Context: an optimization exercise on an open-source flow, tuned for small area, a short achievable clock period and few clock cycles per item. The choices shown serve that exercise and are no tape-out recipe.
Where RTL was checked, it was by simulation tests only, not by an equivalence proof against the original.

==> run G: inputs <==
## mult8
module mult8(clk, nRST, c_ALL, m_busy, a_data, b_data, mult_out, m_finish);
export LEC_CHECK = 0
export CAP_MARGIN = 20
export CORE_MARGIN = 2
export CORE_UTILIZATION = 40
export GPL_TIMING_DRIVEN = 0
export PLACE_DENSITY = 0.6
export SLEW_MARGIN = 20
create_clock -name core_clock -period 5.0 [get_ports {clk}]
standard.sh (not shown) runs the stock make flow with config.mk's settings and CLKGATE_MAP_FILE= SYNTH_SCRIPT=/design/flow/synth_recipe.tcl, a recipe that flattens the netlist after the stock synthesis.
==> flow/flow/run.sh <==
#!/bin/bash
# Own layout flow: the standard flow (standard.sh), with its synthesis
# script swapped for flow/synth.tcl, which sources the standard script
# synth_recipe.tcl but skips full-adder extraction and maps with flow/map.abc.
set -euo pipefail
work=$(pwd)
export MY_WORK_DIR=$work
export MY_FLOW_DIR=$work/flow
sed -e "s#SYNTH_SCRIPT=[^ ]*#SYNTH_SCRIPT=$work/flow/synth.tcl ADDER_MAP_FILE= BUFFER_PORTS_ARGS=\"-buffer_cell sky130_fd_sc_hd__buf_2\"#" standard.sh > own_standard.sh
bash own_standard.sh > own_flow.log 2>&1
==> flow/flow/map.abc <==
strash
dch
map -D 1400
topo
stime -c
buffer -c
upsize -c -D 1400
dnsize -c -D 1400
stime -c
==> flow/flow/map_out.abc <==
strash
dch
map -D 900
topo
stime -c
buffer -c
upsize -c -D 900
dnsize -c -D 900
stime -c
==> flow/flow/synth.tcl <==
# Standard synthesis (synth_recipe.tcl, sourced unchanged) with two changes made
# from outside it: no full-adder extraction (ADDER_MAP_FILE is left empty on
# make's command line) and ABC technology mapping with delay-driven scripts:
# flow/map_out.abc for the logic between the registers and the outputs, then
# flow/map.abc for the rest.
proc abc {args} {
  set out {}
  set skip 0
  foreach a $args {
    if {$skip} { set skip 0; continue }
    if {$a eq "-script" || $a eq "-D"} { set skip 1; continue }
    lappend out $a
  }
  set dir $::env(MY_FLOW_DIR)
  if {[file exists $dir/map_out.abc]} {
    yosys select -set outcone o:* %ci*:-sky130_fd_sc_hd__edfxtp_1:-sky130_fd_sc_hd__dfrtp_1:-sky130_fd_sc_hd__dfxtp_1 t:\$_* %i
    puts "abc override: output cone with $dir/map_out.abc"
    yosys abc -script $dir/map_out.abc {*}$out @outcone
  }
  puts "abc override: rest with $dir/map.abc"
  yosys abc -script $dir/map.abc {*}$out
}
source $::env(MY_WORK_DIR)/synth_recipe.tcl
==> run C (differences from run G) <==
--- a/flow/design.v
+++ b/flow/design.v
@@ -4,14 +4,15 @@
 input c_ALL;
 input m_busy;
 input [7:0] a_data;
 input [7:0] b_data;
 output m_finish;
 reg m_finish;
 output [15:0] mult_out;
+reg [15:0] mult_out;
 wire pp_0_0;
 wire pp_0_1;
 wire pp_0_2;
 wire pp_0_3;
 wire pp_0_4;
 wire pp_0_5;
 wire pp_0_6;
@@ -152,15 +153,15 @@
 wire c78;
 wire s79;
 wire c80;
 wire s81;
 wire c82;
 wire s83;
 wire c84;
-wire [15:0] row_a, row_b;
+wire [15:0] row_a, row_b, prod;
 assign pp_0_0 = a_data[0] & b_data[0];
 assign pp_0_1 = a_data[0] & b_data[1];
 assign pp_0_2 = a_data[0] & b_data[2];
 assign pp_0_3 = a_data[0] & b_data[3];
 assign pp_0_4 = a_data[0] & b_data[4];
 assign pp_0_5 = a_data[0] & b_data[5];
 assign pp_0_6 = a_data[0] & b_data[6];
@@ -303,36 +304,24 @@
 assign c80 = (s57 & c38) | (c56 & (s57 ^ c38));
 assign s81 = s59 ^ c40 ^ c58;
 assign c82 = (s59 & c40) | (c58 & (s59 ^ c40));
 assign s83 = pp_6_7 ^ pp_7_6 ^ c60;
 assign c84 = (pp_6_7 & pp_7_6) | (c60 & (pp_6_7 ^ pp_7_6));
 assign row_a = {1'b1, pp_7_7, s83, s81, s79, s77, s75, s73, s71, s69, s67, s65, s63, s61, pp_0_1, pp_0_0};
 assign row_b = {1'b0, c84, c82, c80, c78, c76, c74, c72, c70, c68, c66, c64, c62, pp_2_0, pp_1_0, 1'b0};
-wire [6:0] lo_sum;
-assign lo_sum[0:0] = row_a[0:0];
-assign lo_sum[6:1] = row_a[5:1] + row_b[5:1];
-reg [5:0] lo_q;
-reg lo_c;
-reg [8:0] hi_a;
-reg [8:0] hi_b;
+assign prod[0:0] = row_a[0:0];
+assign prod[15:1] = row_a[15:1] + row_b[15:1];
 always @(posedge clk or negedge nRST)
 begin
     if(nRST == 1'b0)
         m_finish <= 1'b0;
     else if(c_ALL == 1'b1)
         m_finish <= 1'b0;
     else if(m_busy == 1'b0)
         m_finish <= 1'b1;
 end
 always @(posedge clk)
 begin
     if(m_busy == 1'b0)
-    begin
-        lo_q <= lo_sum[5:0];
-        lo_c <= lo_sum[6];
-        hi_a <= {row_a[14], row_a[13], row_a[12], row_a[11], row_a[10], row_a[9], row_a[8], row_a[7], row_a[6]};
-        hi_b <= {row_b[14], row_b[13], row_b[12], row_b[11], row_b[10], row_b[9], row_b[8], row_b[7], row_b[6]};
-    end
+        mult_out <= prod;
 end
-assign mult_out[5:0] = lo_q;
-assign mult_out[15:6] = {1'b1, hi_a[8], hi_a[7], hi_a[6], hi_a[5], hi_a[4], hi_a[3], hi_a[2], hi_a[1], hi_a[0]} + {1'b0, hi_b[8], hi_b[7], hi_b[6], hi_b[5], hi_b[4], hi_b[3], hi_b[2], hi_b[1], hi_b[0]} + lo_c;
 endmodule
==> flow/run.sh (new file) <==
#!/bin/bash
# synth_recipe.tcl (not shown) runs the flow's synth.tcl, then flattens the netlist and writes it again
# the make line also repeats each setting of config.mk as NAME=value (left out here)
make -C /OpenROAD-flow-scripts/flow DESIGN_CONFIG=/design/flow/config.mk WORK_HOME=/design/flow/orfs CLKGATE_MAP_FILE= SYNTH_SCRIPT=/design/flow/synth_recipe.tcl finish
SETUP_SLACK_MARGIN = 2.5   (was not set)
removed: flow/flow/run.sh
removed: flow/flow/map.abc
removed: flow/flow/map_out.abc
removed: flow/flow/synth.tcl
removed: flow/standard.sh
==> run P (differences from run G) <==
--- a/flow/design.v
+++ b/flow/design.v
@@ -4,14 +4,15 @@
 input c_ALL;
 input m_busy;
 input [7:0] a_data;
 input [7:0] b_data;
 output m_finish;
 reg m_finish;
 output [15:0] mult_out;
+reg [15:0] mult_out;
 wire pp_0_0;
 wire pp_0_1;
 wire pp_0_2;
 wire pp_0_3;
 wire pp_0_4;
 wire pp_0_5;
 wire pp_0_6;
@@ -152,15 +153,15 @@
 wire c78;
 wire s79;
 wire c80;
 wire s81;
 wire c82;
 wire s83;
 wire c84;
-wire [15:0] row_a, row_b;
+wire [15:0] row_a, row_b, prod;
 assign pp_0_0 = a_data[0] & b_data[0];
 assign pp_0_1 = a_data[0] & b_data[1];
 assign pp_0_2 = a_data[0] & b_data[2];
 assign pp_0_3 = a_data[0] & b_data[3];
 assign pp_0_4 = a_data[0] & b_data[4];
 assign pp_0_5 = a_data[0] & b_data[5];
 assign pp_0_6 = a_data[0] & b_data[6];
@@ -303,36 +304,24 @@
 assign c80 = (s57 & c38) | (c56 & (s57 ^ c38));
 assign s81 = s59 ^ c40 ^ c58;
 assign c82 = (s59 & c40) | (c58 & (s59 ^ c40));
 assign s83 = pp_6_7 ^ pp_7_6 ^ c60;
 assign c84 = (pp_6_7 & pp_7_6) | (c60 & (pp_6_7 ^ pp_7_6));
 assign row_a = {1'b1, pp_7_7, s83, s81, s79, s77, s75, s73, s71, s69, s67, s65, s63, s61, pp_0_1, pp_0_0};
 assign row_b = {1'b0, c84, c82, c80, c78, c76, c74, c72, c70, c68, c66, c64, c62, pp_2_0, pp_1_0, 1'b0};
-wire [6:0] lo_sum;
-assign lo_sum[0:0] = row_a[0:0];
-assign lo_sum[6:1] = row_a[5:1] + row_b[5:1];
-reg [5:0] lo_q;
-reg lo_c;
-reg [8:0] hi_a;
-reg [8:0] hi_b;
+assign prod[0:0] = row_a[0:0];
+assign prod[15:1] = row_a[15:1] + row_b[15:1];
 always @(posedge clk or negedge nRST)
 begin
     if(nRST == 1'b0)
         m_finish <= 1'b0;
     else if(c_ALL == 1'b1)
         m_finish <= 1'b0;
     else if(m_busy == 1'b0)
         m_finish <= 1'b1;
 end
 always @(posedge clk)
 begin
     if(m_busy == 1'b0)
-    begin
-        lo_q <= lo_sum[5:0];
-        lo_c <= lo_sum[6];
-        hi_a <= {row_a[14], row_a[13], row_a[12], row_a[11], row_a[10], row_a[9], row_a[8], row_a[7], row_a[6]};
-        hi_b <= {row_b[14], row_b[13], row_b[12], row_b[11], row_b[10], row_b[9], row_b[8], row_b[7], row_b[6]};
-    end
+        mult_out <= prod;
 end
-assign mult_out[5:0] = lo_q;
-assign mult_out[15:6] = {1'b1, hi_a[8], hi_a[7], hi_a[6], hi_a[5], hi_a[4], hi_a[3], hi_a[2], hi_a[1], hi_a[0]} + {1'b0, hi_b[8], hi_b[7], hi_b[6], hi_b[5], hi_b[4], hi_b[3], hi_b[2], hi_b[1], hi_b[0]} + lo_c;
 endmodule
==> flow/flow/run.sh (replaced) <==
#!/bin/bash
# Own layout flow: the standard flow (standard.sh), with its synthesis
# script swapped for flow/synth.tcl, which sources the standard script
# synth_recipe.tcl but skips full-adder extraction and maps with flow/map.abc.
set -euo pipefail
work=$(pwd)
export MY_WORK_DIR=$work
export MY_FLOW_DIR=$work/flow
sed -e "s#SYNTH_SCRIPT=[^ ]*#SYNTH_SCRIPT=$work/flow/synth.tcl ADDER_MAP_FILE=#" standard.sh > own_standard.sh
bash own_standard.sh > own_flow.log 2>&1
==> flow/flow/map.abc (replaced) <==
strash
dch
map -D 2000
topo
stime -c
buffer -c
upsize -c -D 2000
dnsize -c -D 2000
stime -c
==> flow/flow/synth.tcl (replaced) <==
# Standard synthesis (synth_recipe.tcl, sourced unchanged) with two changes made
# from outside it: no full-adder extraction (ADDER_MAP_FILE is left empty on
# make's command line) and ABC mapped with a delay-driven script.
set my_abc_script $::env(MY_FLOW_DIR)/map.abc

proc abc {args} {
  set out {}
  set skip 0
  foreach a $args {
    if {$skip} { set skip 0; continue }
    if {$a eq "-script" || $a eq "-D"} { set skip 1; continue }
    lappend out $a
  }
  puts "abc override: -script $::my_abc_script"
  yosys abc -script $::my_abc_script {*}$out
}
source $::env(MY_WORK_DIR)/synth_recipe.tcl
SETUP_SLACK_MARGIN = 1.5   (was not set)
removed: flow/flow/map_out.abc
==> run R (differences from run G) <==
==> flow/flow/map_out.abc (replaced) <==
strash
dch
map -D 600
topo
stime -c
buffer -c
upsize -c -D 600
dnsize -c -D 600
stime -c
==> results.cfg <==
[floorplan]
initial_core_util = 0.419

[power]
p_sw_frac = 0.434
power.density_nw_per_um2 = 302
pg_comb_mw = 0.577
p_switching_mw = 0.443

[logic_synthesis]
synth.most_common_cell = nand2_1
synth_top_family_by_area = simple AND/OR/NAND/NOR gates

[run_status]
status = no timing/DRC/antenna violations

[critical_path]
required_ns = 5.02

[detailed_routing]
met2_length_um = 3180

[place]
placed_area_sq_um = 3330

[sta]
min_period_over_period = 0.539
# the run above: run R

==> results.cfg <==
[run_status]
status = no timing/DRC/antenna violations

[logic_synthesis]
synth_top_family_by_area = simple AND/OR/NAND/NOR gates
synth.most_common_cell = nand2_1

[power]
power.density_nw_per_um2 = 308
p_switching_mw = 0.422
p_sw_frac = 0.417
pg_comb_mw = 0.562

[detailed_routing]
met2_length_um = 3160

[place]
placed_area_sq_um = 3230

[critical_path]
required_ns = 4.00
# the run above: run G

==> results.cfg <==
[power]
power.density_nw_per_um2 = 484
p_switching_mw = 0.686
pg_comb_mw = 1.30

[sta]
min_period_over_period = 0.894

[run_status]
status = no timing/DRC/antenna violations

[floorplan]
initial_core_util = 0.417

[logic_synthesis]
synth.most_common_cell = inv_1
synth_top_family_by_area = adder cells

[detailed_routing]
met2_length_um = 2950

[place]
placed_area_sq_um = 3140
# the run above: run C

==> results.cfg <==
[run_status]
status = no timing/DRC/antenna violations

[detailed_routing]
met2_length_um = 3740

[clocking]
cts-htree-levels = 1
cts_tree = done
cts_sinks = 17

[power]
pg_comb_mw = 0.848
power.density_nw_per_um2 = 298
p_switching_mw = 0.533
p_sw_frac = 0.450

[critical_path]
required_ns = 4.99

[floorplan]
initial_core_util = 0.417
rows = 30

[sta]
min_period_over_period = 0.721

[grt]
grtUsageTotal = 0.196

[logic_synthesis]
yosysWarnings = 1
synth_top_family_by_area = simple AND/OR/NAND/NOR gates

[place]
placed_area_sq_um = 3270

[final_layout]
drive_gt1_frac = 0.314
top_regs = mult_out: 16 flops, m_finish: 1 flops
# the run above: run P

Testbench counts of run G, summed over its fixed seeds: cycles 3,200, items 3,200.
Testbench counts of run R, summed over its fixed seeds: cycles 3,200, items 3,200.
The RTL of run C and run P was laid out without a check of its function.

[re-timing with driven ports]
No port has a modelled driver above. Below, the same layouts with a new extraction and two added sets of constraints. Step 1 sets driving cells, clkbuf_16 on the clock port and buf_2 on the other inputs (assumed; they add their load-dependent delay and slew). Step 2 adds t to the input delays and takes it off the output delays; t is the mean of the earliest and latest rising clock arrival at the registers after step 1. Input paths then give back, and output paths get back, about the clock's delay inside the block. Slacks: ideal / step 1 / step 2; pairs: ideal / step 1.
run	shift t [ns]	slack for setup (ns)	latest minus earliest clock arrival (ns)
run G	0.299	2.214 / 2.183 / 1.984	0.005 / 0.005
run C	0.280	0.532 / 0.509 / 0.229	0.008 / 0.008
run P	0.278	1.397 / 1.386 / 1.107	0.007 / 0.007
run R	0.299	2.305 / 2.288 / 2.014	0.007 / 0.007
After both steps every run listed still meets setup and hold. For run C, which loses most, drivers alone change the setup slack by -0.023 ns; drivers and shift together by -0.303 ns.
